This design comes from an exercise in tuning for small area and a short achievable clock period on the open sky130 flow, not from production work.
Function was not checked in any run shown here: the RTL went through the layout flow alone.
The flow treats the clock pin as an ideal source, which a real chip does not have.
No activity file was given, so power comes from the tool's default toggle rates.

==> flow/design.v (outline; a module is shown in full before it is edited, if it fits) <==
// module basic_pe_array_ws: 40 lines
// module pe_ws_rz: 228 lines
// module pe_ws_rs: 257 lines
// module pe_ws_az: 228 lines
// module pe_ws_as: 257 lines
// module fa_ws: 6 lines
// module ha_ws: 6 lines
// module xnor_ws: 5 lines
// module or_ws: 5 lines
module basic_pe_array_ws (clk, reset, a_vec, b_vec, c_vec);
  // ...
==> flow/flow/run.sh <==
#!/bin/bash
set -euo pipefail
export REMOVE_ABC_BUFFERS=1
export BUFFER_PORTS_ARGS="-buffer_cell sky130_fd_sc_hd__buf_1"
bash standard.sh > flow.log 2>&1
==> flow/standard.sh <==
#!/bin/bash
# synth_recipe.tcl (not shown) runs the flow's synth.tcl, then flattens the netlist and writes it again
# the make line also repeats each setting of config.mk as NAME=value (left out here)
make -C /OpenROAD-flow-scripts/flow DESIGN_CONFIG=/design/flow/config.mk WORK_HOME=/design/flow/orfs CLKGATE_MAP_FILE= SYNTH_SCRIPT=/design/flow/synth_recipe.tcl "${@:-finish}"
==> flow/config.mk <==
export PLATFORM = sky130hd
export DESIGN_NAME = basic_pe_array_ws
export DESIGN_NICKNAME = basic_pe_array_ws
export VERILOG_FILES = /design/flow/design.v
export SDC_FILE = /design/flow/constraint.sdc
export NUM_CORES = 4
export LEC_CHECK = 0
export CAP_MARGIN = 20
export CORE_MARGIN = 2
export CORE_UTILIZATION = 60
export SETUP_SLACK_MARGIN = 4.5
export SLEW_MARGIN = 20
export SYNTH_HIERARCHICAL = 1
export SYNTH_MINIMUM_KEEP_SIZE = 0
==> flow/constraint.sdc <==
create_clock -name core_clock -period 9.0 [get_ports {clk}]
set_input_delay 1.8000 -clock core_clock [delete_from_list [all_inputs] [get_ports {clk}]]
set_output_delay 1.8000 -clock core_clock [all_outputs]
set_load 0.01 [all_outputs]
==> flow_summary.json, run 1 <==
{
  "outcome": "timing/DRC/antenna clean",
  "fin_crit_sh_pct": 52.5,
  "worstMarginPinSlew_ps": 969,
  "cpPeakStageDelay_ps": 540,
  "path_delay_family": "adder cells",
  "startpoint_type": "input pin",
  "timing.final.ws_setup_ps": 4270,
  "grt_max_degree": 161,
  "buf_share_pct": 8.09,
  "rsz0062_at_grt": "yes",
  "p_sw_w": 0.0175,
  "cts_resized": 3336,
  "grt_use_total_pct": 37.1,
  "sequentialPowerShare_pct": 20.7,
  "met3_wirelength_um": 64200,
  "max_freq_mhz": 212,
  "dp_hpwl_um": 451000,
  "area_delta_synth_final_pct": 20.8,
  "htree_num_levels": 4,
  "clockRootBuffer": "clkbuf_16",
  "worstHoldPathType": "reg2reg",
  "worstSetupPathType": "in2reg",
  "rows": 197,
  "pre_cts_ws_ps": 2900,
  "rr_worst_depth": 13,
  "crit_path_top_delay_cell": "fa_1",
  "start_util_pct": 60.2,
  "vias": 128000,
  "antenna_found_initial": 88,
  "hold_viol": 0,
  "hold_depth": 3,
  "combPwrFrac_pct": 59.8,
  "grt_pass1_vias": 131000,
  "gp_congestion": 0.977,
  "clock_cell_area_share_pct": 3.22,
  "route.met2.wl_um": 237000,
  "leakagePower_nw": 69.4,
  "p_int_w": 0.0251,
  "required_ps": 9720,
  "drc": 0
}
==> module pe_ws_rz, before the edit <==
module pe_ws_rz (clk, reset, a, b, s, sn, c, cn);
input wire clk, reset;
input wire [7:0] a, b;
input wire [16:0] s, sn;    
output wire [16:0] c, cn;
  wire pp0_0 = ~(a[0] & b[0]);
  wire pp0_1 = ~(a[0] & b[1]);
  wire pp0_2 = ~(a[0] & b[2]);
  wire pp0_3 = ~(a[0] & b[3]);
  wire pp0_4 = ~(a[0] & b[4]);
  wire pp0_5 = ~(a[0] & b[5]);
  wire pp0_6 = ~(a[0] & b[6]);
  wire pp0_7 = ~(a[0] & b[7]);
  wire pp1_0 = ~(a[1] & b[0]);
  wire pp1_1 = ~(a[1] & b[1]);
  wire pp1_2 = ~(a[1] & b[2]);
  wire pp1_3 = ~(a[1] & b[3]);
  wire pp1_4 = ~(a[1] & b[4]);
  wire pp1_5 = ~(a[1] & b[5]);
  wire pp1_6 = ~(a[1] & b[6]);
  wire pp1_7 = ~(a[1] & b[7]);
  wire pp2_0 = ~(a[2] & b[0]);
  wire pp2_1 = ~(a[2] & b[1]);
  wire pp2_2 = ~(a[2] & b[2]);
  wire pp2_3 = ~(a[2] & b[3]);
  wire pp2_4 = ~(a[2] & b[4]);
  wire pp2_5 = ~(a[2] & b[5]);
  wire pp2_6 = ~(a[2] & b[6]);
  wire pp2_7 = ~(a[2] & b[7]);
  wire pp3_0 = ~(a[3] & b[0]);
  wire pp3_1 = ~(a[3] & b[1]);
  wire pp3_2 = ~(a[3] & b[2]);
  wire pp3_3 = ~(a[3] & b[3]);
  wire pp3_4 = ~(a[3] & b[4]);
  wire pp3_5 = ~(a[3] & b[5]);
  wire pp3_6 = ~(a[3] & b[6]);
  wire pp3_7 = ~(a[3] & b[7]);
  wire pp4_0 = ~(a[4] & b[0]);
  wire pp4_1 = ~(a[4] & b[1]);
  wire pp4_2 = ~(a[4] & b[2]);
  wire pp4_3 = ~(a[4] & b[3]);
  wire pp4_4 = ~(a[4] & b[4]);
  wire pp4_5 = ~(a[4] & b[5]);
  wire pp4_6 = ~(a[4] & b[6]);
  wire pp4_7 = ~(a[4] & b[7]);
  wire pp5_0 = ~(a[5] & b[0]);
  wire pp5_1 = ~(a[5] & b[1]);
  wire pp5_2 = ~(a[5] & b[2]);
  wire pp5_3 = ~(a[5] & b[3]);
  wire pp5_4 = ~(a[5] & b[4]);
  wire pp5_5 = ~(a[5] & b[5]);
  wire pp5_6 = ~(a[5] & b[6]);
  wire pp5_7 = ~(a[5] & b[7]);
  wire pp6_0 = ~(a[6] & b[0]);
  wire pp6_1 = ~(a[6] & b[1]);
  wire pp6_2 = ~(a[6] & b[2]);
  wire pp6_3 = ~(a[6] & b[3]);
  wire pp6_4 = ~(a[6] & b[4]);
  wire pp6_5 = ~(a[6] & b[5]);
  wire pp6_6 = ~(a[6] & b[6]);
  wire pp6_7 = ~(a[6] & b[7]);
  wire pp7_0 = ~(a[7] & b[0]);
  wire pp7_1 = ~(a[7] & b[1]);
  wire pp7_2 = ~(a[7] & b[2]);
  wire pp7_3 = ~(a[7] & b[3]);
  wire pp7_4 = ~(a[7] & b[4]);
  wire pp7_5 = ~(a[7] & b[5]);
  wire pp7_6 = ~(a[7] & b[6]);
  wire pp7_7 = ~(a[7] & b[7]);
  wire w1, w2;
  xnor_ws h3 (.a(pp0_6), .b(pp1_5), .y(w1));
  or_ws o3 (.a(pp0_6), .b(pp1_5), .y(w2));
  wire w4, w5;
  fa_ws f6 (.a(pp0_7), .b(pp1_6), .ci(pp2_5), .s(w4), .co(w5));
  wire w7, w8;
  xnor_ws h9 (.a(pp3_4), .b(pp4_3), .y(w7));
  or_ws o9 (.a(pp3_4), .b(pp4_3), .y(w8));
  wire w10, w11;
  fa_ws f12 (.a(pp1_7), .b(pp2_6), .ci(pp3_5), .s(w10), .co(w11));
  wire w13, w14;
  xnor_ws h15 (.a(pp4_4), .b(pp5_3), .y(w13));
  or_ws o15 (.a(pp4_4), .b(pp5_3), .y(w14));
  wire w16, w17;
  fa_ws f18 (.a(pp2_7), .b(pp3_6), .ci(pp4_5), .s(w16), .co(w17));
  wire w19, w20;
  xnor_ws h21 (.a(pp0_4), .b(pp1_3), .y(w19));
  or_ws o21 (.a(pp0_4), .b(pp1_3), .y(w20));
  wire w22, w23;
  fa_ws f24 (.a(pp0_5), .b(pp1_4), .ci(pp2_3), .s(w22), .co(w23));
  wire w25, w26;
  xnor_ws h27 (.a(pp3_2), .b(pp4_1), .y(w25));
  or_ws o27 (.a(pp3_2), .b(pp4_1), .y(w26));
  wire w28, w29;
  fa_ws f30 (.a(pp2_4), .b(pp3_3), .ci(pp4_2), .s(w28), .co(w29));
  wire w31, w32;
  fa_ws f33 (.a(pp5_1), .b(pp6_0), .ci(w1), .s(w31), .co(w32));
  wire w34, w35;
  fa_ws f36 (.a(pp5_2), .b(pp6_1), .ci(pp7_0), .s(w34), .co(w35));
  wire w37, w38;
  fa_ws f39 (.a(w2), .b(w7), .ci(w34), .s(w37), .co(w38));
  wire w40, w41;
  fa_ws f42 (.a(pp6_2), .b(pp7_1), .ci(w8), .s(w40), .co(w41));
  wire w43, w44;
  fa_ws f45 (.a(w13), .b(w5), .ci(w10), .s(w43), .co(w44));
  wire w46, w47;
  fa_ws f48 (.a(pp5_4), .b(pp6_3), .ci(pp7_2), .s(w46), .co(w47));
  wire w49, w50;
  fa_ws f51 (.a(w14), .b(w11), .ci(w16), .s(w49), .co(w50));
  wire w52, w53;
  fa_ws f54 (.a(pp3_7), .b(pp4_6), .ci(pp5_5), .s(w52), .co(w53));
  wire w55, w56;
  fa_ws f57 (.a(pp6_4), .b(pp7_3), .ci(w17), .s(w55), .co(w56));
  wire w58, w59;
  fa_ws f60 (.a(pp4_7), .b(pp5_6), .ci(pp6_5), .s(w58), .co(w59));
  wire w61, w62;
  xnor_ws h63 (.a(pp0_3), .b(pp1_2), .y(w61));
  or_ws o63 (.a(pp0_3), .b(pp1_2), .y(w62));
  wire w64, w65;
  fa_ws f66 (.a(pp2_2), .b(pp3_1), .ci(pp4_0), .s(w64), .co(w65));
  wire w67, w68;
  fa_ws f69 (.a(pp5_0), .b(w20), .ci(w25), .s(w67), .co(w68));
  wire w70, w71;
  fa_ws f72 (.a(w26), .b(w23), .ci(w28), .s(w70), .co(w71));
  wire w73, w74;
  fa_ws f75 (.a(w29), .b(w4), .ci(w32), .s(w73), .co(w74));
  wire w76, w77;
  fa_ws f78 (.a(w35), .b(w40), .ci(w38), .s(w76), .co(w77));
  wire w79, w80;
  fa_ws f81 (.a(w46), .b(w41), .ci(w44), .s(w79), .co(w80));
  wire w82, w83;
  fa_ws f84 (.a(w47), .b(w52), .ci(w50), .s(w82), .co(w83));
  wire w85, w86;
  fa_ws f87 (.a(pp7_4), .b(w53), .ci(w58), .s(w85), .co(w86));
  wire w88, w89;
  fa_ws f90 (.a(pp5_7), .b(pp6_6), .ci(pp7_5), .s(w88), .co(w89));
  wire w91, w92;
  xnor_ws h93 (.a(pp0_2), .b(pp1_1), .y(w91));
  or_ws o93 (.a(pp0_2), .b(pp1_1), .y(w92));
  wire w94, w95;
  fa_ws f96 (.a(pp2_1), .b(pp3_0), .ci(w61), .s(w94), .co(w95));
  wire w97, w98;
  fa_ws f99 (.a(w62), .b(w19), .ci(w64), .s(w97), .co(w98));
  wire w100, w101;
  fa_ws f102 (.a(w65), .b(w22), .ci(w67), .s(w100), .co(w101));
  wire w103, w104;
  fa_ws f105 (.a(w68), .b(w31), .ci(w70), .s(w103), .co(w104));
  wire w106, w107;
  fa_ws f108 (.a(w71), .b(w37), .ci(w73), .s(w106), .co(w107));
  wire w109, w110;
  fa_ws f111 (.a(w43), .b(w74), .ci(w76), .s(w109), .co(w110));
  wire w112, w113;
  fa_ws f114 (.a(w49), .b(w77), .ci(w79), .s(w112), .co(w113));
  wire w115, w116;
  fa_ws f117 (.a(w55), .b(w80), .ci(w82), .s(w115), .co(w116));
  wire w118, w119;
  fa_ws f120 (.a(w56), .b(w85), .ci(w83), .s(w118), .co(w119));
  wire w121, w122;
  fa_ws f123 (.a(w59), .b(w88), .ci(w86), .s(w121), .co(w122));
  wire w124, w125;
  fa_ws f126 (.a(pp6_7), .b(pp7_6), .ci(w89), .s(w124), .co(w125));
  wire [16:0] n0 = {1'b1, 1'b1, pp7_7, w124, w121, w116, w113, w110, w107, w104, w101, w98, w95, w92, pp2_0, pp0_1, pp0_0};
  wire [16:0] n1 = {1'b1, 1'b1, w125, w122, w119, w118, w115, w112, w109, w106, w103, w100, w97, w94, w91, pp1_0, 1'b1};
  wire [16:0] sumn_g = n0 & n1;
  wire [16:0] sumn_p = n0 ^ n1;
  wire sumn_G1 = sumn_g[0] | (sumn_p[0] & 1'b1);
  wire sumn_P1 = sumn_p[0] & 1'b0;
  wire sumn_G2 = sumn_g[2] | (sumn_p[2] & sumn_g[1]);
  wire sumn_P2 = sumn_p[2] & sumn_p[1];
  wire sumn_G3 = sumn_g[4] | (sumn_p[4] & sumn_g[3]);
  wire sumn_P3 = sumn_p[4] & sumn_p[3];
  wire sumn_G4 = sumn_g[6] | (sumn_p[6] & sumn_g[5]);
  wire sumn_P4 = sumn_p[6] & sumn_p[5];
  wire sumn_G5 = sumn_g[8] | (sumn_p[8] & sumn_g[7]);
  wire sumn_P5 = sumn_p[8] & sumn_p[7];
  wire sumn_G6 = sumn_g[10] | (sumn_p[10] & sumn_g[9]);
  wire sumn_P6 = sumn_p[10] & sumn_p[9];
  wire sumn_G7 = sumn_g[12] | (sumn_p[12] & sumn_g[11]);
  wire sumn_P7 = sumn_p[12] & sumn_p[11];
  wire sumn_G8 = sumn_g[14] | (sumn_p[14] & sumn_g[13]);
  wire sumn_P8 = sumn_p[14] & sumn_p[13];
  wire sumn_G9 = sumn_G2 | (sumn_P2 & sumn_G1);
  wire sumn_P9 = sumn_P2 & sumn_P1;
  wire sumn_G10 = sumn_G4 | (sumn_P4 & sumn_G3);
  wire sumn_P10 = sumn_P4 & sumn_P3;
  wire sumn_G11 = sumn_G6 | (sumn_P6 & sumn_G5);
  wire sumn_P11 = sumn_P6 & sumn_P5;
  wire sumn_G12 = sumn_G8 | (sumn_P8 & sumn_G7);
  wire sumn_P12 = sumn_P8 & sumn_P7;
  wire sumn_G13 = sumn_G10 | (sumn_P10 & sumn_G9);
  wire sumn_P13 = sumn_P10 & sumn_P9;
  wire sumn_G14 = sumn_G12 | (sumn_P12 & sumn_G11);
  wire sumn_P14 = sumn_P12 & sumn_P11;
  wire sumn_G15 = sumn_G14 | (sumn_P14 & sumn_G13);
  wire sumn_P15 = sumn_P14 & sumn_P13;
  wire sumn_G16 = sumn_G11 | (sumn_P11 & sumn_G13);
  wire sumn_P16 = sumn_P11 & sumn_P13;
  wire sumn_G17 = sumn_G3 | (sumn_P3 & sumn_G9);
  wire sumn_P17 = sumn_P3 & sumn_P9;
  wire sumn_G18 = sumn_G5 | (sumn_P5 & sumn_G13);
  wire sumn_P18 = sumn_P5 & sumn_P13;
  wire sumn_G19 = sumn_G7 | (sumn_P7 & sumn_G16);
  wire sumn_P19 = sumn_P7 & sumn_P16;
  wire sumn_G20 = sumn_g[1] | (sumn_p[1] & sumn_G1);
  wire sumn_P20 = sumn_p[1] & sumn_P1;
  wire sumn_G21 = sumn_g[3] | (sumn_p[3] & sumn_G9);
  wire sumn_P21 = sumn_p[3] & sumn_P9;
  wire sumn_G22 = sumn_g[5] | (sumn_p[5] & sumn_G17);
  wire sumn_P22 = sumn_p[5] & sumn_P17;
  wire sumn_G23 = sumn_g[7] | (sumn_p[7] & sumn_G13);
  wire sumn_P23 = sumn_p[7] & sumn_P13;
  wire sumn_G24 = sumn_g[9] | (sumn_p[9] & sumn_G18);
  wire sumn_P24 = sumn_p[9] & sumn_P18;
  wire sumn_G25 = sumn_g[11] | (sumn_p[11] & sumn_G16);
  wire sumn_P25 = sumn_p[11] & sumn_P16;
  wire sumn_G26 = sumn_g[13] | (sumn_p[13] & sumn_G19);
  wire sumn_P26 = sumn_p[13] & sumn_P19;
  wire sumn_G27 = sumn_g[15] | (sumn_p[15] & sumn_G15);
  wire sumn_P27 = sumn_p[15] & sumn_P15;
  wire [16:0] sumn = {sumn_p[16] ^ sumn_G27, sumn_p[15] ^ sumn_G15, sumn_p[14] ^ sumn_G26, sumn_p[13] ^ sumn_G19, sumn_p[12] ^ sumn_G25, sumn_p[11] ^ sumn_G16, sumn_p[10] ^ sumn_G24, sumn_p[9] ^ sumn_G18, sumn_p[8] ^ sumn_G23, sumn_p[7] ^ sumn_G13, sumn_p[6] ^ sumn_G22, sumn_p[5] ^ sumn_G17, sumn_p[4] ^ sumn_G21, sumn_p[3] ^ sumn_G9, sumn_p[2] ^ sumn_G20, sumn_p[1] ^ sumn_G1, sumn_p[0] ^ 1'b1};
  wire [16:0] sum = ~sumn;
  reg [16:0] cr;
  always @(posedge clk) begin
    if (reset) cr <= 0;
    else cr <= sum;
  end
  assign c = cr;
  assign cn = ~cr;
endmodule
==> run 2, diff against run 1 <==
--- a/flow/design.v
+++ b/flow/design.v
@@ -213,55 +213,67 @@
   wire sumn_G5 = sumn_g[8] | (sumn_p[8] & sumn_g[7]);
   wire sumn_P5 = sumn_p[8] & sumn_p[7];
   wire sumn_G6 = sumn_g[10] | (sumn_p[10] & sumn_g[9]);
   wire sumn_P6 = sumn_p[10] & sumn_p[9];
   wire sumn_G7 = sumn_g[12] | (sumn_p[12] & sumn_g[11]);
   wire sumn_P7 = sumn_p[12] & sumn_p[11];
   wire sumn_G8 = sumn_g[14] | (sumn_p[14] & sumn_g[13]);
   wire sumn_P8 = sumn_p[14] & sumn_p[13];
-  wire sumn_G9 = sumn_G2 | (sumn_P2 & sumn_G1);
-  wire sumn_P9 = sumn_P2 & sumn_P1;
-  wire sumn_G10 = sumn_G4 | (sumn_P4 & sumn_G3);
-  wire sumn_P10 = sumn_P4 & sumn_P3;
-  wire sumn_G11 = sumn_G6 | (sumn_P6 & sumn_G5);
-  wire sumn_P11 = sumn_P6 & sumn_P5;
-  wire sumn_G12 = sumn_G8 | (sumn_P8 & sumn_G7);
-  wire sumn_P12 = sumn_P8 & sumn_P7;
-  wire sumn_G13 = sumn_G10 | (sumn_P10 & sumn_G9);
-  wire sumn_P13 = sumn_P10 & sumn_P9;
-  wire sumn_G14 = sumn_G12 | (sumn_P12 & sumn_G11);
-  wire sumn_P14 = sumn_P12 & sumn_P11;
-  wire sumn_G15 = sumn_G14 | (sumn_P14 & sumn_G13);
-  wire sumn_P15 = sumn_P14 & sumn_P13;
-  wire sumn_G16 = sumn_G11 | (sumn_P11 & sumn_G13);
-  wire sumn_P16 = sumn_P11 & sumn_P13;
-  wire sumn_G17 = sumn_G3 | (sumn_P3 & sumn_G9);
-  wire sumn_P17 = sumn_P3 & sumn_P9;
-  wire sumn_G18 = sumn_G5 | (sumn_P5 & sumn_G13);
-  wire sumn_P18 = sumn_P5 & sumn_P13;
-  wire sumn_G19 = sumn_G7 | (sumn_P7 & sumn_G16);
-  wire sumn_P19 = sumn_P7 & sumn_P16;
-  wire sumn_G20 = sumn_g[1] | (sumn_p[1] & sumn_G1);
-  wire sumn_P20 = sumn_p[1] & sumn_P1;
-  wire sumn_G21 = sumn_g[3] | (sumn_p[3] & sumn_G9);
-  wire sumn_P21 = sumn_p[3] & sumn_P9;
-  wire sumn_G22 = sumn_g[5] | (sumn_p[5] & sumn_G17);
-  wire sumn_P22 = sumn_p[5] & sumn_P17;
-  wire sumn_G23 = sumn_g[7] | (sumn_p[7] & sumn_G13);
-  wire sumn_P23 = sumn_p[7] & sumn_P13;
-  wire sumn_G24 = sumn_g[9] | (sumn_p[9] & sumn_G18);
-  wire sumn_P24 = sumn_p[9] & sumn_P18;
-  wire sumn_G25 = sumn_g[11] | (sumn_p[11] & sumn_G16);
-  wire sumn_P25 = sumn_p[11] & sumn_P16;
-  wire sumn_G26 = sumn_g[13] | (sumn_p[13] & sumn_G19);
-  wire sumn_P26 = sumn_p[13] & sumn_P19;
-  wire sumn_G27 = sumn_g[15] | (sumn_p[15] & sumn_G15);
-  wire sumn_P27 = sumn_p[15] & sumn_P15;
-  wire [16:0] sumn = {sumn_p[16] ^ sumn_G27, sumn_p[15] ^ sumn_G15, sumn_p[14] ^ sumn_G26, sumn_p[13] ^ sumn_G19, sumn_p[12] ^ sumn_G25, sumn_p[11] ^ sumn_G16, sumn_p[10] ^ sumn_G24, sumn_p[9] ^ sumn_G18, sumn_p[8] ^ sumn_G23, sumn_p[7] ^ sumn_G13, sumn_p[6] ^ sumn_G22, sumn_p[5] ^ sumn_G17, sumn_p[4] ^ sumn_G21, sumn_p[3] ^ sumn_G9, sumn_p[2] ^ sumn_G20, sumn_p[1] ^ sumn_G1, sumn_p[0] ^ 1'b1};
+  wire sumn_G9 = sumn_g[1] | (sumn_p[1] & sumn_G1);
+  wire sumn_P9 = sumn_p[1] & sumn_P1;
+  wire sumn_G10 = sumn_G2 | (sumn_P2 & sumn_G1);
+  wire sumn_P10 = sumn_P2 & sumn_P1;
+  wire sumn_G11 = sumn_g[5] | (sumn_p[5] & sumn_G3);
+  wire sumn_P11 = sumn_p[5] & sumn_P3;
+  wire sumn_G12 = sumn_G4 | (sumn_P4 & sumn_G3);
+  wire sumn_P12 = sumn_P4 & sumn_P3;
+  wire sumn_G13 = sumn_g[9] | (sumn_p[9] & sumn_G5);
+  wire sumn_P13 = sumn_p[9] & sumn_P5;
+  wire sumn_G14 = sumn_G6 | (sumn_P6 & sumn_G5);
+  wire sumn_P14 = sumn_P6 & sumn_P5;
+  wire sumn_G15 = sumn_g[13] | (sumn_p[13] & sumn_G7);
+  wire sumn_P15 = sumn_p[13] & sumn_P7;
+  wire sumn_G16 = sumn_G8 | (sumn_P8 & sumn_G7);
+  wire sumn_P16 = sumn_P8 & sumn_P7;
+  wire sumn_G17 = sumn_g[3] | (sumn_p[3] & sumn_G10);
+  wire sumn_P17 = sumn_p[3] & sumn_P10;
+  wire sumn_G18 = sumn_G3 | (sumn_P3 & sumn_G10);
+  wire sumn_P18 = sumn_P3 & sumn_P10;
+  wire sumn_G19 = sumn_G11 | (sumn_P11 & sumn_G10);
+  wire sumn_P19 = sumn_P11 & sumn_P10;
+  wire sumn_G20 = sumn_G12 | (sumn_P12 & sumn_G10);
+  wire sumn_P20 = sumn_P12 & sumn_P10;
+  wire sumn_G21 = sumn_g[11] | (sumn_p[11] & sumn_G14);
+  wire sumn_P21 = sumn_p[11] & sumn_P14;
+  wire sumn_G22 = sumn_G7 | (sumn_P7 & sumn_G14);
+  wire sumn_P22 = sumn_P7 & sumn_P14;
+  wire sumn_G23 = sumn_G15 | (sumn_P15 & sumn_G14);
+  wire sumn_P23 = sumn_P15 & sumn_P14;
+  wire sumn_G24 = sumn_G16 | (sumn_P16 & sumn_G14);
+  wire sumn_P24 = sumn_P16 & sumn_P14;
+  wire sumn_G25 = sumn_g[7] | (sumn_p[7] & sumn_G20);
+  wire sumn_P25 = sumn_p[7] & sumn_P20;
+  wire sumn_G26 = sumn_G5 | (sumn_P5 & sumn_G20);
+  wire sumn_P26 = sumn_P5 & sumn_P20;
+  wire sumn_G27 = sumn_G13 | (sumn_P13 & sumn_G20);
+  wire sumn_P27 = sumn_P13 & sumn_P20;
+  wire sumn_G28 = sumn_G14 | (sumn_P14 & sumn_G20);
+  wire sumn_P28 = sumn_P14 & sumn_P20;
+  wire sumn_G29 = sumn_G21 | (sumn_P21 & sumn_G20);
+  wire sumn_P29 = sumn_P21 & sumn_P20;
+  wire sumn_G30 = sumn_G22 | (sumn_P22 & sumn_G20);
+  wire sumn_P30 = sumn_P22 & sumn_P20;
+  wire sumn_G31 = sumn_G23 | (sumn_P23 & sumn_G20);
+  wire sumn_P31 = sumn_P23 & sumn_P20;
+  wire sumn_G32 = sumn_G24 | (sumn_P24 & sumn_G20);
+  wire sumn_P32 = sumn_P24 & sumn_P20;
+  wire sumn_G33 = sumn_g[15] | (sumn_p[15] & sumn_G32);
+  wire sumn_P33 = sumn_p[15] & sumn_P32;
+  wire [16:0] sumn = {sumn_p[16] ^ sumn_G33, sumn_p[15] ^ sumn_G32, sumn_p[14] ^ sumn_G31, sumn_p[13] ^ sumn_G30, sumn_p[12] ^ sumn_G29, sumn_p[11] ^ sumn_G28, sumn_p[10] ^ sumn_G27, sumn_p[9] ^ sumn_G26, sumn_p[8] ^ sumn_G25, sumn_p[7] ^ sumn_G20, sumn_p[6] ^ sumn_G19, sumn_p[5] ^ sumn_G18, sumn_p[4] ^ sumn_G17, sumn_p[3] ^ sumn_G10, sumn_p[2] ^ sumn_G9, sumn_p[1] ^ sumn_G1, sumn_p[0] ^ 1'b1};
   wire [16:0] sum = ~sumn;
   reg [16:0] cr;
   always @(posedge clk) begin
     if (reset) cr <= 0;
     else cr <= sum;
   end
   assign c = cr;
   assign cn = ~cr;
@@ -470,55 +482,67 @@
   wire sumn_G5 = sumn_g[8] | (sumn_p[8] & sumn_g[7]);
   wire sumn_P5 = sumn_p[8] & sumn_p[7];
   wire sumn_G6 = sumn_g[10] | (sumn_p[10] & sumn_g[9]);
   wire sumn_P6 = sumn_p[10] & sumn_p[9];
   wire sumn_G7 = sumn_g[12] | (sumn_p[12] & sumn_g[11]);
   wire sumn_P7 = sumn_p[12] & sumn_p[11];
   wire sumn_G8 = sumn_g[14] | (sumn_p[14] & sumn_g[13]);
   wire sumn_P8 = sumn_p[14] & sumn_p[13];
-  wire sumn_G9 = sumn_G2 | (sumn_P2 & sumn_G1);
-  wire sumn_P9 = sumn_P2 & sumn_P1;
-  wire sumn_G10 = sumn_G4 | (sumn_P4 & sumn_G3);
-  wire sumn_P10 = sumn_P4 & sumn_P3;
-  wire sumn_G11 = sumn_G6 | (sumn_P6 & sumn_G5);
-  wire sumn_P11 = sumn_P6 & sumn_P5;
-  wire sumn_G12 = sumn_G8 | (sumn_P8 & sumn_G7);
-  wire sumn_P12 = sumn_P8 & sumn_P7;
-  wire sumn_G13 = sumn_G10 | (sumn_P10 & sumn_G9);
-  wire sumn_P13 = sumn_P10 & sumn_P9;
-  wire sumn_G14 = sumn_G12 | (sumn_P12 & sumn_G11);
-  wire sumn_P14 = sumn_P12 & sumn_P11;
-  wire sumn_G15 = sumn_G14 | (sumn_P14 & sumn_G13);
-  wire sumn_P15 = sumn_P14 & sumn_P13;
-  wire sumn_G16 = sumn_G11 | (sumn_P11 & sumn_G13);
-  wire sumn_P16 = sumn_P11 & sumn_P13;
-  wire sumn_G17 = sumn_G3 | (sumn_P3 & sumn_G9);
-  wire sumn_P17 = sumn_P3 & sumn_P9;
-  wire sumn_G18 = sumn_G5 | (sumn_P5 & sumn_G13);
-  wire sumn_P18 = sumn_P5 & sumn_P13;
-  wire sumn_G19 = sumn_G7 | (sumn_P7 & sumn_G16);
-  wire sumn_P19 = sumn_P7 & sumn_P16;
-  wire sumn_G20 = sumn_g[1] | (sumn_p[1] & sumn_G1);
-  wire sumn_P20 = sumn_p[1] & sumn_P1;
-  wire sumn_G21 = sumn_g[3] | (sumn_p[3] & sumn_G9);
-  wire sumn_P21 = sumn_p[3] & sumn_P9;
-  wire sumn_G22 = sumn_g[5] | (sumn_p[5] & sumn_G17);
-  wire sumn_P22 = sumn_p[5] & sumn_P17;
-  wire sumn_G23 = sumn_g[7] | (sumn_p[7] & sumn_G13);
-  wire sumn_P23 = sumn_p[7] & sumn_P13;
-  wire sumn_G24 = sumn_g[9] | (sumn_p[9] & sumn_G18);
-  wire sumn_P24 = sumn_p[9] & sumn_P18;
-  wire sumn_G25 = sumn_g[11] | (sumn_p[11] & sumn_G16);
-  wire sumn_P25 = sumn_p[11] & sumn_P16;
-  wire sumn_G26 = sumn_g[13] | (sumn_p[13] & sumn_G19);
-  wire sumn_P26 = sumn_p[13] & sumn_P19;
-  wire sumn_G27 = sumn_g[15] | (sumn_p[15] & sumn_G15);
-  wire sumn_P27 = sumn_p[15] & sumn_P15;
-  wire [16:0] sumn = {sumn_p[16] ^ sumn_G27, sumn_p[15] ^ sumn_G15, sumn_p[14] ^ sumn_G26, sumn_p[13] ^ sumn_G19, sumn_p[12] ^ sumn_G25, sumn_p[11] ^ sumn_G16, sumn_p[10] ^ sumn_G24, sumn_p[9] ^ sumn_G18, sumn_p[8] ^ sumn_G23, sumn_p[7] ^ sumn_G13, sumn_p[6] ^ sumn_G22, sumn_p[5] ^ sumn_G17, sumn_p[4] ^ sumn_G21, sumn_p[3] ^ sumn_G9, sumn_p[2] ^ sumn_G20, sumn_p[1] ^ sumn_G1, sumn_p[0] ^ 1'b1};
+  wire sumn_G9 = sumn_g[1] | (sumn_p[1] & sumn_G1);
+  wire sumn_P9 = sumn_p[1] & sumn_P1;
+  wire sumn_G10 = sumn_G2 | (sumn_P2 & sumn_G1);
+  wire sumn_P10 = sumn_P2 & sumn_P1;
+  wire sumn_G11 = sumn_g[5] | (sumn_p[5] & sumn_G3);
+  wire sumn_P11 = sumn_p[5] & sumn_P3;
+  wire sumn_G12 = sumn_G4 | (sumn_P4 & sumn_G3);
+  wire sumn_P12 = sumn_P4 & sumn_P3;
+  wire sumn_G13 = sumn_g[9] | (sumn_p[9] & sumn_G5);
+  wire sumn_P13 = sumn_p[9] & sumn_P5;
+  wire sumn_G14 = sumn_G6 | (sumn_P6 & sumn_G5);
+  wire sumn_P14 = sumn_P6 & sumn_P5;
+  wire sumn_G15 = sumn_g[13] | (sumn_p[13] & sumn_G7);
+  wire sumn_P15 = sumn_p[13] & sumn_P7;
+  wire sumn_G16 = sumn_G8 | (sumn_P8 & sumn_G7);
+  wire sumn_P16 = sumn_P8 & sumn_P7;
+  wire sumn_G17 = sumn_g[3] | (sumn_p[3] & sumn_G10);
+  wire sumn_P17 = sumn_p[3] & sumn_P10;
+  wire sumn_G18 = sumn_G3 | (sumn_P3 & sumn_G10);
+  wire sumn_P18 = sumn_P3 & sumn_P10;
+  wire sumn_G19 = sumn_G11 | (sumn_P11 & sumn_G10);
+  wire sumn_P19 = sumn_P11 & sumn_P10;
+  wire sumn_G20 = sumn_G12 | (sumn_P12 & sumn_G10);
+  wire sumn_P20 = sumn_P12 & sumn_P10;
+  wire sumn_G21 = sumn_g[11] | (sumn_p[11] & sumn_G14);
+  wire sumn_P21 = sumn_p[11] & sumn_P14;
+  wire sumn_G22 = sumn_G7 | (sumn_P7 & sumn_G14);
+  wire sumn_P22 = sumn_P7 & sumn_P14;
+  wire sumn_G23 = sumn_G15 | (sumn_P15 & sumn_G14);
+  wire sumn_P23 = sumn_P15 & sumn_P14;
+  wire sumn_G24 = sumn_G16 | (sumn_P16 & sumn_G14);
+  wire sumn_P24 = sumn_P16 & sumn_P14;
+  wire sumn_G25 = sumn_g[7] | (sumn_p[7] & sumn_G20);
+  wire sumn_P25 = sumn_p[7] & sumn_P20;
+  wire sumn_G26 = sumn_G5 | (sumn_P5 & sumn_G20);
+  wire sumn_P26 = sumn_P5 & sumn_P20;
+  wire sumn_G27 = sumn_G13 | (sumn_P13 & sumn_G20);
+  wire sumn_P27 = sumn_P13 & sumn_P20;
+  wire sumn_G28 = sumn_G14 | (sumn_P14 & sumn_G20);
+  wire sumn_P28 = sumn_P14 & sumn_P20;
+  wire sumn_G29 = sumn_G21 | (sumn_P21 & sumn_G20);
+  wire sumn_P29 = sumn_P21 & sumn_P20;
+  wire sumn_G30 = sumn_G22 | (sumn_P22 & sumn_G20);
+  wire sumn_P30 = sumn_P22 & sumn_P20;
+  wire sumn_G31 = sumn_G23 | (sumn_P23 & sumn_G20);
+  wire sumn_P31 = sumn_P23 & sumn_P20;
+  wire sumn_G32 = sumn_G24 | (sumn_P24 & sumn_G20);
+  wire sumn_P32 = sumn_P24 & sumn_P20;
+  wire sumn_G33 = sumn_g[15] | (sumn_p[15] & sumn_G32);
+  wire sumn_P33 = sumn_p[15] & sumn_P32;
+  wire [16:0] sumn = {sumn_p[16] ^ sumn_G33, sumn_p[15] ^ sumn_G32, sumn_p[14] ^ sumn_G31, sumn_p[13] ^ sumn_G30, sumn_p[12] ^ sumn_G29, sumn_p[11] ^ sumn_G28, sumn_p[10] ^ sumn_G27, sumn_p[9] ^ sumn_G26, sumn_p[8] ^ sumn_G25, sumn_p[7] ^ sumn_G20, sumn_p[6] ^ sumn_G19, sumn_p[5] ^ sumn_G18, sumn_p[4] ^ sumn_G17, sumn_p[3] ^ sumn_G10, sumn_p[2] ^ sumn_G9, sumn_p[1] ^ sumn_G1, sumn_p[0] ^ 1'b1};
   wire [16:0] sum = ~sumn;
   reg [16:0] cr;
   always @(posedge clk) begin
     if (reset) cr <= 0;
     else cr <= sum;
   end
   assign c = cr;
   assign cn = ~cr;
@@ -698,55 +722,67 @@
   wire sumn_G5 = sumn_g[8] | (sumn_p[8] & sumn_g[7]);
   wire sumn_P5 = sumn_p[8] & sumn_p[7];
   wire sumn_G6 = sumn_g[10] | (sumn_p[10] & sumn_g[9]);
   wire sumn_P6 = sumn_p[10] & sumn_p[9];
   wire sumn_G7 = sumn_g[12] | (sumn_p[12] & sumn_g[11]);
   wire sumn_P7 = sumn_p[12] & sumn_p[11];
   wire sumn_G8 = sumn_g[14] | (sumn_p[14] & sumn_g[13]);
   wire sumn_P8 = sumn_p[14] & sumn_p[13];
-  wire sumn_G9 = sumn_G2 | (sumn_P2 & sumn_G1);
-  wire sumn_P9 = sumn_P2 & sumn_P1;
-  wire sumn_G10 = sumn_G4 | (sumn_P4 & sumn_G3);
-  wire sumn_P10 = sumn_P4 & sumn_P3;
-  wire sumn_G11 = sumn_G6 | (sumn_P6 & sumn_G5);
-  wire sumn_P11 = sumn_P6 & sumn_P5;
-  wire sumn_G12 = sumn_G8 | (sumn_P8 & sumn_G7);
-  wire sumn_P12 = sumn_P8 & sumn_P7;
-  wire sumn_G13 = sumn_G10 | (sumn_P10 & sumn_G9);
-  wire sumn_P13 = sumn_P10 & sumn_P9;
-  wire sumn_G14 = sumn_G12 | (sumn_P12 & sumn_G11);
-  wire sumn_P14 = sumn_P12 & sumn_P11;
-  wire sumn_G15 = sumn_G14 | (sumn_P14 & sumn_G13);
-  wire sumn_P15 = sumn_P14 & sumn_P13;
-  wire sumn_G16 = sumn_G11 | (sumn_P11 & sumn_G13);
-  wire sumn_P16 = sumn_P11 & sumn_P13;
-  wire sumn_G17 = sumn_G3 | (sumn_P3 & sumn_G9);
-  wire sumn_P17 = sumn_P3 & sumn_P9;
-  wire sumn_G18 = sumn_G5 | (sumn_P5 & sumn_G13);
-  wire sumn_P18 = sumn_P5 & sumn_P13;
-  wire sumn_G19 = sumn_G7 | (sumn_P7 & sumn_G16);
-  wire sumn_P19 = sumn_P7 & sumn_P16;
-  wire sumn_G20 = sumn_g[1] | (sumn_p[1] & sumn_G1);
-  wire sumn_P20 = sumn_p[1] & sumn_P1;
-  wire sumn_G21 = sumn_g[3] | (sumn_p[3] & sumn_G9);
-  wire sumn_P21 = sumn_p[3] & sumn_P9;
-  wire sumn_G22 = sumn_g[5] | (sumn_p[5] & sumn_G17);
-  wire sumn_P22 = sumn_p[5] & sumn_P17;
-  wire sumn_G23 = sumn_g[7] | (sumn_p[7] & sumn_G13);
-  wire sumn_P23 = sumn_p[7] & sumn_P13;
-  wire sumn_G24 = sumn_g[9] | (sumn_p[9] & sumn_G18);
-  wire sumn_P24 = sumn_p[9] & sumn_P18;
-  wire sumn_G25 = sumn_g[11] | (sumn_p[11] & sumn_G16);
-  wire sumn_P25 = sumn_p[11] & sumn_P16;
-  wire sumn_G26 = sumn_g[13] | (sumn_p[13] & sumn_G19);
-  wire sumn_P26 = sumn_p[13] & sumn_P19;
-  wire sumn_G27 = sumn_g[15] | (sumn_p[15] & sumn_G15);
-  wire sumn_P27 = sumn_p[15] & sumn_P15;
-  wire [16:0] sumn = {sumn_p[16] ^ sumn_G27, sumn_p[15] ^ sumn_G15, sumn_p[14] ^ sumn_G26, sumn_p[13] ^ sumn_G19, sumn_p[12] ^ sumn_G25, sumn_p[11] ^ sumn_G16, sumn_p[10] ^ sumn_G24, sumn_p[9] ^ sumn_G18, sumn_p[8] ^ sumn_G23, sumn_p[7] ^ sumn_G13, sumn_p[6] ^ sumn_G22, sumn_p[5] ^ sumn_G17, sumn_p[4] ^ sumn_G21, sumn_p[3] ^ sumn_G9, sumn_p[2] ^ sumn_G20, sumn_p[1] ^ sumn_G1, sumn_p[0] ^ 1'b1};
+  wire sumn_G9 = sumn_g[1] | (sumn_p[1] & sumn_G1);
+  wire sumn_P9 = sumn_p[1] & sumn_P1;
+  wire sumn_G10 = sumn_G2 | (sumn_P2 & sumn_G1);
+  wire sumn_P10 = sumn_P2 & sumn_P1;
+  wire sumn_G11 = sumn_g[5] | (sumn_p[5] & sumn_G3);
+  wire sumn_P11 = sumn_p[5] & sumn_P3;
+  wire sumn_G12 = sumn_G4 | (sumn_P4 & sumn_G3);
+  wire sumn_P12 = sumn_P4 & sumn_P3;
+  wire sumn_G13 = sumn_g[9] | (sumn_p[9] & sumn_G5);
+  wire sumn_P13 = sumn_p[9] & sumn_P5;
+  wire sumn_G14 = sumn_G6 | (sumn_P6 & sumn_G5);
+  wire sumn_P14 = sumn_P6 & sumn_P5;
+  wire sumn_G15 = sumn_g[13] | (sumn_p[13] & sumn_G7);
+  wire sumn_P15 = sumn_p[13] & sumn_P7;
+  wire sumn_G16 = sumn_G8 | (sumn_P8 & sumn_G7);
+  wire sumn_P16 = sumn_P8 & sumn_P7;
+  wire sumn_G17 = sumn_g[3] | (sumn_p[3] & sumn_G10);
+  wire sumn_P17 = sumn_p[3] & sumn_P10;
+  wire sumn_G18 = sumn_G3 | (sumn_P3 & sumn_G10);
+  wire sumn_P18 = sumn_P3 & sumn_P10;
+  wire sumn_G19 = sumn_G11 | (sumn_P11 & sumn_G10);
+  wire sumn_P19 = sumn_P11 & sumn_P10;
+  wire sumn_G20 = sumn_G12 | (sumn_P12 & sumn_G10);
+  wire sumn_P20 = sumn_P12 & sumn_P10;
+  wire sumn_G21 = sumn_g[11] | (sumn_p[11] & sumn_G14);
+  wire sumn_P21 = sumn_p[11] & sumn_P14;
+  wire sumn_G22 = sumn_G7 | (sumn_P7 & sumn_G14);
+  wire sumn_P22 = sumn_P7 & sumn_P14;
+  wire sumn_G23 = sumn_G15 | (sumn_P15 & sumn_G14);
+  wire sumn_P23 = sumn_P15 & sumn_P14;
+  wire sumn_G24 = sumn_G16 | (sumn_P16 & sumn_G14);
+  wire sumn_P24 = sumn_P16 & sumn_P14;
+  wire sumn_G25 = sumn_g[7] | (sumn_p[7] & sumn_G20);
+  wire sumn_P25 = sumn_p[7] & sumn_P20;
+  wire sumn_G26 = sumn_G5 | (sumn_P5 & sumn_G20);
+  wire sumn_P26 = sumn_P5 & sumn_P20;
+  wire sumn_G27 = sumn_G13 | (sumn_P13 & sumn_G20);
+  wire sumn_P27 = sumn_P13 & sumn_P20;
+  wire sumn_G28 = sumn_G14 | (sumn_P14 & sumn_G20);
+  wire sumn_P28 = sumn_P14 & sumn_P20;
+  wire sumn_G29 = sumn_G21 | (sumn_P21 & sumn_G20);
+  wire sumn_P29 = sumn_P21 & sumn_P20;
+  wire sumn_G30 = sumn_G22 | (sumn_P22 & sumn_G20);
+  wire sumn_P30 = sumn_P22 & sumn_P20;
+  wire sumn_G31 = sumn_G23 | (sumn_P23 & sumn_G20);
+  wire sumn_P31 = sumn_P23 & sumn_P20;
+  wire sumn_G32 = sumn_G24 | (sumn_P24 & sumn_G20);
+  wire sumn_P32 = sumn_P24 & sumn_P20;
+  wire sumn_G33 = sumn_g[15] | (sumn_p[15] & sumn_G32);
+  wire sumn_P33 = sumn_p[15] & sumn_P32;
+  wire [16:0] sumn = {sumn_p[16] ^ sumn_G33, sumn_p[15] ^ sumn_G32, sumn_p[14] ^ sumn_G31, sumn_p[13] ^ sumn_G30, sumn_p[12] ^ sumn_G29, sumn_p[11] ^ sumn_G28, sumn_p[10] ^ sumn_G27, sumn_p[9] ^ sumn_G26, sumn_p[8] ^ sumn_G25, sumn_p[7] ^ sumn_G20, sumn_p[6] ^ sumn_G19, sumn_p[5] ^ sumn_G18, sumn_p[4] ^ sumn_G17, sumn_p[3] ^ sumn_G10, sumn_p[2] ^ sumn_G9, sumn_p[1] ^ sumn_G1, sumn_p[0] ^ 1'b1};
   wire [16:0] sum = ~sumn;
   reg [16:0] cr;
   always @(posedge clk) begin
     if (reset) cr <= 0;
     else cr <= sum;
   end
   assign c = cr;
   assign cn = ~cr;
@@ -955,55 +991,67 @@
   wire sumn_G5 = sumn_g[8] | (sumn_p[8] & sumn_g[7]);
   wire sumn_P5 = sumn_p[8] & sumn_p[7];
   wire sumn_G6 = sumn_g[10] | (sumn_p[10] & sumn_g[9]);
   wire sumn_P6 = sumn_p[10] & sumn_p[9];
   wire sumn_G7 = sumn_g[12] | (sumn_p[12] & sumn_g[11]);
   wire sumn_P7 = sumn_p[12] & sumn_p[11];
   wire sumn_G8 = sumn_g[14] | (sumn_p[14] & sumn_g[13]);
   wire sumn_P8 = sumn_p[14] & sumn_p[13];
-  wire sumn_G9 = sumn_G2 | (sumn_P2 & sumn_G1);
-  wire sumn_P9 = sumn_P2 & sumn_P1;
-  wire sumn_G10 = sumn_G4 | (sumn_P4 & sumn_G3);
-  wire sumn_P10 = sumn_P4 & sumn_P3;
-  wire sumn_G11 = sumn_G6 | (sumn_P6 & sumn_G5);
-  wire sumn_P11 = sumn_P6 & sumn_P5;
-  wire sumn_G12 = sumn_G8 | (sumn_P8 & sumn_G7);
-  wire sumn_P12 = sumn_P8 & sumn_P7;
-  wire sumn_G13 = sumn_G10 | (sumn_P10 & sumn_G9);
-  wire sumn_P13 = sumn_P10 & sumn_P9;
-  wire sumn_G14 = sumn_G12 | (sumn_P12 & sumn_G11);
-  wire sumn_P14 = sumn_P12 & sumn_P11;
-  wire sumn_G15 = sumn_G14 | (sumn_P14 & sumn_G13);
-  wire sumn_P15 = sumn_P14 & sumn_P13;
-  wire sumn_G16 = sumn_G11 | (sumn_P11 & sumn_G13);
-  wire sumn_P16 = sumn_P11 & sumn_P13;
-  wire sumn_G17 = sumn_G3 | (sumn_P3 & sumn_G9);
-  wire sumn_P17 = sumn_P3 & sumn_P9;
-  wire sumn_G18 = sumn_G5 | (sumn_P5 & sumn_G13);
-  wire sumn_P18 = sumn_P5 & sumn_P13;
-  wire sumn_G19 = sumn_G7 | (sumn_P7 & sumn_G16);
-  wire sumn_P19 = sumn_P7 & sumn_P16;
-  wire sumn_G20 = sumn_g[1] | (sumn_p[1] & sumn_G1);
-  wire sumn_P20 = sumn_p[1] & sumn_P1;
-  wire sumn_G21 = sumn_g[3] | (sumn_p[3] & sumn_G9);
-  wire sumn_P21 = sumn_p[3] & sumn_P9;
-  wire sumn_G22 = sumn_g[5] | (sumn_p[5] & sumn_G17);
-  wire sumn_P22 = sumn_p[5] & sumn_P17;
-  wire sumn_G23 = sumn_g[7] | (sumn_p[7] & sumn_G13);
-  wire sumn_P23 = sumn_p[7] & sumn_P13;
-  wire sumn_G24 = sumn_g[9] | (sumn_p[9] & sumn_G18);
-  wire sumn_P24 = sumn_p[9] & sumn_P18;
-  wire sumn_G25 = sumn_g[11] | (sumn_p[11] & sumn_G16);
-  wire sumn_P25 = sumn_p[11] & sumn_P16;
-  wire sumn_G26 = sumn_g[13] | (sumn_p[13] & sumn_G19);
-  wire sumn_P26 = sumn_p[13] & sumn_P19;
-  wire sumn_G27 = sumn_g[15] | (sumn_p[15] & sumn_G15);
-  wire sumn_P27 = sumn_p[15] & sumn_P15;
-  wire [16:0] sumn = {sumn_p[16] ^ sumn_G27, sumn_p[15] ^ sumn_G15, sumn_p[14] ^ sumn_G26, sumn_p[13] ^ sumn_G19, sumn_p[12] ^ sumn_G25, sumn_p[11] ^ sumn_G16, sumn_p[10] ^ sumn_G24, sumn_p[9] ^ sumn_G18, sumn_p[8] ^ sumn_G23, sumn_p[7] ^ sumn_G13, sumn_p[6] ^ sumn_G22, sumn_p[5] ^ sumn_G17, sumn_p[4] ^ sumn_G21, sumn_p[3] ^ sumn_G9, sumn_p[2] ^ sumn_G20, sumn_p[1] ^ sumn_G1, sumn_p[0] ^ 1'b1};
+  wire sumn_G9 = sumn_g[1] | (sumn_p[1] & sumn_G1);
+  wire sumn_P9 = sumn_p[1] & sumn_P1;
+  wire sumn_G10 = sumn_G2 | (sumn_P2 & sumn_G1);
+  wire sumn_P10 = sumn_P2 & sumn_P1;
+  wire sumn_G11 = sumn_g[5] | (sumn_p[5] & sumn_G3);
+  wire sumn_P11 = sumn_p[5] & sumn_P3;
+  wire sumn_G12 = sumn_G4 | (sumn_P4 & sumn_G3);
+  wire sumn_P12 = sumn_P4 & sumn_P3;
+  wire sumn_G13 = sumn_g[9] | (sumn_p[9] & sumn_G5);
+  wire sumn_P13 = sumn_p[9] & sumn_P5;
+  wire sumn_G14 = sumn_G6 | (sumn_P6 & sumn_G5);
+  wire sumn_P14 = sumn_P6 & sumn_P5;
+  wire sumn_G15 = sumn_g[13] | (sumn_p[13] & sumn_G7);
+  wire sumn_P15 = sumn_p[13] & sumn_P7;
+  wire sumn_G16 = sumn_G8 | (sumn_P8 & sumn_G7);
+  wire sumn_P16 = sumn_P8 & sumn_P7;
+  wire sumn_G17 = sumn_g[3] | (sumn_p[3] & sumn_G10);
+  wire sumn_P17 = sumn_p[3] & sumn_P10;
+  wire sumn_G18 = sumn_G3 | (sumn_P3 & sumn_G10);
+  wire sumn_P18 = sumn_P3 & sumn_P10;
+  wire sumn_G19 = sumn_G11 | (sumn_P11 & sumn_G10);
+  wire sumn_P19 = sumn_P11 & sumn_P10;
+  wire sumn_G20 = sumn_G12 | (sumn_P12 & sumn_G10);
+  wire sumn_P20 = sumn_P12 & sumn_P10;
+  wire sumn_G21 = sumn_g[11] | (sumn_p[11] & sumn_G14);
+  wire sumn_P21 = sumn_p[11] & sumn_P14;
+  wire sumn_G22 = sumn_G7 | (sumn_P7 & sumn_G14);
+  wire sumn_P22 = sumn_P7 & sumn_P14;
+  wire sumn_G23 = sumn_G15 | (sumn_P15 & sumn_G14);
+  wire sumn_P23 = sumn_P15 & sumn_P14;
+  wire sumn_G24 = sumn_G16 | (sumn_P16 & sumn_G14);
+  wire sumn_P24 = sumn_P16 & sumn_P14;
+  wire sumn_G25 = sumn_g[7] | (sumn_p[7] & sumn_G20);
+  wire sumn_P25 = sumn_p[7] & sumn_P20;
+  wire sumn_G26 = sumn_G5 | (sumn_P5 & sumn_G20);
+  wire sumn_P26 = sumn_P5 & sumn_P20;
+  wire sumn_G27 = sumn_G13 | (sumn_P13 & sumn_G20);
+  wire sumn_P27 = sumn_P13 & sumn_P20;
+  wire sumn_G28 = sumn_G14 | (sumn_P14 & sumn_G20);
+  wire sumn_P28 = sumn_P14 & sumn_P20;
+  wire sumn_G29 = sumn_G21 | (sumn_P21 & sumn_G20);
+  wire sumn_P29 = sumn_P21 & sumn_P20;
+  wire sumn_G30 = sumn_G22 | (sumn_P22 & sumn_G20);
+  wire sumn_P30 = sumn_P22 & sumn_P20;
+  wire sumn_G31 = sumn_G23 | (sumn_P23 & sumn_G20);
+  wire sumn_P31 = sumn_P23 & sumn_P20;
+  wire sumn_G32 = sumn_G24 | (sumn_P24 & sumn_G20);
+  wire sumn_P32 = sumn_P24 & sumn_P20;
+  wire sumn_G33 = sumn_g[15] | (sumn_p[15] & sumn_G32);
+  wire sumn_P33 = sumn_p[15] & sumn_P32;
+  wire [16:0] sumn = {sumn_p[16] ^ sumn_G33, sumn_p[15] ^ sumn_G32, sumn_p[14] ^ sumn_G31, sumn_p[13] ^ sumn_G30, sumn_p[12] ^ sumn_G29, sumn_p[11] ^ sumn_G28, sumn_p[10] ^ sumn_G27, sumn_p[9] ^ sumn_G26, sumn_p[8] ^ sumn_G25, sumn_p[7] ^ sumn_G20, sumn_p[6] ^ sumn_G19, sumn_p[5] ^ sumn_G18, sumn_p[4] ^ sumn_G17, sumn_p[3] ^ sumn_G10, sumn_p[2] ^ sumn_G9, sumn_p[1] ^ sumn_G1, sumn_p[0] ^ 1'b1};
   wire [16:0] sum = ~sumn;
   reg [16:0] cr;
   always @(posedge clk) begin
     if (reset) cr <= 0;
     else cr <= sum;
   end
   assign c = cr;
   assign cn = ~cr;
==> flow_summary.json, run 2 <==
{
  "required_ps": 9800,
  "hold_depth": 3,
  "cts_tree": "done",
  "synthCells": 17700,
  "rows": 194,
  "grt_use_total_pct": 37.6,
  "combPwrFrac_pct": 58.4,
  "endpoint_kind": "flip-flop",
  "final_util_pct": 71.3,
  "syn_area_mm2": 0.169,
  "cts-buffers-inserted": 194,
  "die_w_um": 534,
  "outcome": "timing/DRC/antenna clean",
  "final_cell_mix": "nand2_1 (3787), fa_1 (2883), dfxtp_1 (1528), inv_1 (1400), buf_1 (1094)",
  "final_nets": 23900,
  "period_needed_ps": 5110,
  "max_freq_mhz": 196,
  "holdBufCountCts": 0,
  "ant_nets": 0,
  "rsz0062_at_grt": "yes",
  "whs_endpoint": "gr[7].gc[7].genblk2.genblk1.pe.u.cr[16]",
  "wirelength_um": 546000,
  "worstHoldPathType": "reg2reg",
  "worstPathMaxFanout": 8,
  "gp_congestion": 1.00,
  "ys_warn_count": 27,
  "clockRootBuffer": "clkbuf_16",
  "area_delta_synth_final_pct": 18.3,
  "vias": 127000,
  "p_sw_w": 0.0173,
  "antenna_found_initial": 97,
  "setup_tns_ps": 0,
  "leakagePower_nw": 63.6,
  "largestRegisters": "gr.gc.genblk2.genblk1.pe.u.cr x945, gr.ah x448, gr.gc.genblk2.pe.u.cr x119",
  "p_sw_share_pct": 41.4,
  "start_util_pct": 60.3,
  "r2r-start": "gr[2].gc[2].genblk2.genblk1.pe.u.cr[6]",
  "max_slew_margin_pct": 20.1,
  "grt_pass1_wl_um": 805000,
  "io_pins": 1666,
  "slew_violations": 0,
  "rrSetupSlack_ps": 4110,
  "cp.arrival_ps": 5910,
  "grt_max_degree": 193,
  "hold_viol": 0,
  "fin_crit_sh_pct": 56.8,
  "htree_num_levels": 4,
  "drt_iter0_drc": 8191,
  "dieHeight_um": 534,
  "fin_cells": 23100,
  "fillerInstances": 21700,
  "drv_cap": 0,
  "drc": 0,
  "dp.cells": 22000,
  "dp_hpwl_um": 445000,
  "clkSinkCount": 1528,
  "syn_area_per_cell_um2": 9.52,
  "cts_buffer_depth": 4,
  "largest_reg_flops": 945,
  "worstMarginPinSlew_ps": 1200,
  "p_per_area_mw_per_mm2": 210,
  "clk_latency_ps": 900,
  "fin_skew_ps": 46.1,
  "r2r_end": "gr[3].gc[2].genblk2.genblk1.pe.u.cr[15]",
  "worstSetupPathType": "in2reg",
  "path_clk_slew_ps": 60,
  "p_int_w": 0.0245,
  "core_area_mm2": 0.280,
  "io_buffers": 1657,
  "sequentialPowerShare_pct": 21.8,
  "layout_commonest_cell": "nand2_1",
  "top_register": "gr.gc.genblk2.genblk1.pe.u.cr",
  "drt_pre_antenna_iters": 6,
  "overflow": 0,
  "via_per_inst": 5.50,
  "drive_above_1_share_pct": 17.3,
  "ir_drop_mv": 0.210,
  "p_clk_share_pct": 19.8,
  "grt_pass1_vias": 130000,
  "startpoint_type": "input pin",
  "finalSetupViolations": 0,
  "hp-start": "gr[6].gc[7].genblk2.genblk1.pe.u.cr[16]",
  "rr_worst_depth": 14,
  "wl_per_cell_um": 23.7,
  "dieArea_mm2": 0.285
}
run 2: worst max-delay path by stage:
stage / end / cells after the start / from / slack (ps)
global route: gr[1].gc[5].genblk2.genblk1.pe.u.cr[15] / 16 / b_vec[406] / 3790
floorplan: gr[2].gc[1].genblk2.genblk1.pe.u.cr[16] / 15 / b_vec[375] / 3290
detailed placement: gr[3].gc[6].genblk2.genblk1.pe.u.cr[16] / 16 / b_vec[269] / 2520
CTS: gr[3].gc[5].genblk2.genblk1.pe.u.cr[15] / 15 / b_vec[278] / 4000
global placement: gr[3].gc[6].genblk2.genblk1.pe.u.cr[16] / 16 / b_vec[269] / 2560
finish: gr[6].gc[1].genblk2.genblk1.pe.u.cr[15] / 15 / b_vec[116] / 3890
run 2: final cells by class:
cell class                      count  area [µm²]  share of cell area, %
Clock buffer                      261        5490                   2.75
Antenna cell                       61         153                 0.0765
Tap cell                         3724        4660                   2.34
Timing Repair Buffer             2319       17100                   8.55
Sequential cell                  1528       30600                   15.3
Clock inverter                     90        1170                  0.584
Inverter                         1400        5260                   2.63
Multi-Input combinational cell  13700      135000                   67.7
run 2: routing by layer:
metal | vias to the layer above | global-route usage [%] | part of all wire [%]
met5 | - | 0 | 0.053
met4 | 46 | 25.5 | 8.2
met3 | 1163 | 15.0 | 12
met2 | 5036 | 54.6 | 42
met1 | 63200 | 45.9 | 38
li1 | 57500 | - | -
run 2: per-stage QoR:
stage	total power (W)	hold slack (ps)	area [µm²]	setup slack, ps
CTS	0.0394	528	191000	4000
detailed placement	0.0289	506	175000	2520
finish	0.0418	544	200000	3890
floorplan	0.0230	527	164000	3290
global placement	0.0285	504	175000	2560
global route	0.0447	571	199000	3790
run 2: power groups by stage:
stage | sequential, W | combinational (W) | clock, W
finish | 0.00911 | 0.0244 | 0.00829
global route | 0.00917 | 0.0269 | 0.00868
CTS | 0.00903 | 0.0220 | 0.00841
detailed placement | 0.00917 | 0.0197 | 0
global placement | 0.00916 | 0.0194 | 0
floorplan | 0.00900 | 0.0140 | 0
run 2: repair_timing:
action	in CTS	in global routing
pin swaps	1034	900
gates resized for setup	2096	1470
buffers inserted	352	283
endpoints found under the setup margin	488	388
run 2: critical path: stages:
cell,delay [ps]
buf_8,110
nand2_1,70
fa_1,470
fa_2,380
fa_1,520
fa_1,460
ha_4,300
nand4_1,140
a211oi_2,360
o211ai_2,130
a21boi_2,250
a31o_1,220
a21o_1,130
fa_1,440
nor2_1,120

-- separate check: timing with driven ports --
Ports are ideal in the flow. The routed layouts listed here were re-timed in OpenROAD.
Step 1, drivers: a clkbuf_16 drives clk and a buf_2 each remaining input, both assumed.
Step 2, shift: input delay + t, output delay - t, t = (earliest + latest rising clock arrival at the registers) / 2. This alone moves slack from input paths to output paths.
Slacks: ideal / step 1 / step 2; pairs: ideal / step 1.
| run | t, ns | setup WS [ns] | worst setup path after step 2 | cell pins on the clock port's net |
|---|---|---|---|---|
| run 1 | 0.995 | 4.274 / 4.147 / 3.151 | input to register | 1 |
| run 2 | 0.998 | 3.889 / 3.800 / 2.802 | input to register | 1 |
After both steps setup and hold are still met in every run listed. For run 1, which loses most, drivers alone change the setup slack by -0.127 ns; drivers and shift together by -1.123 ns.
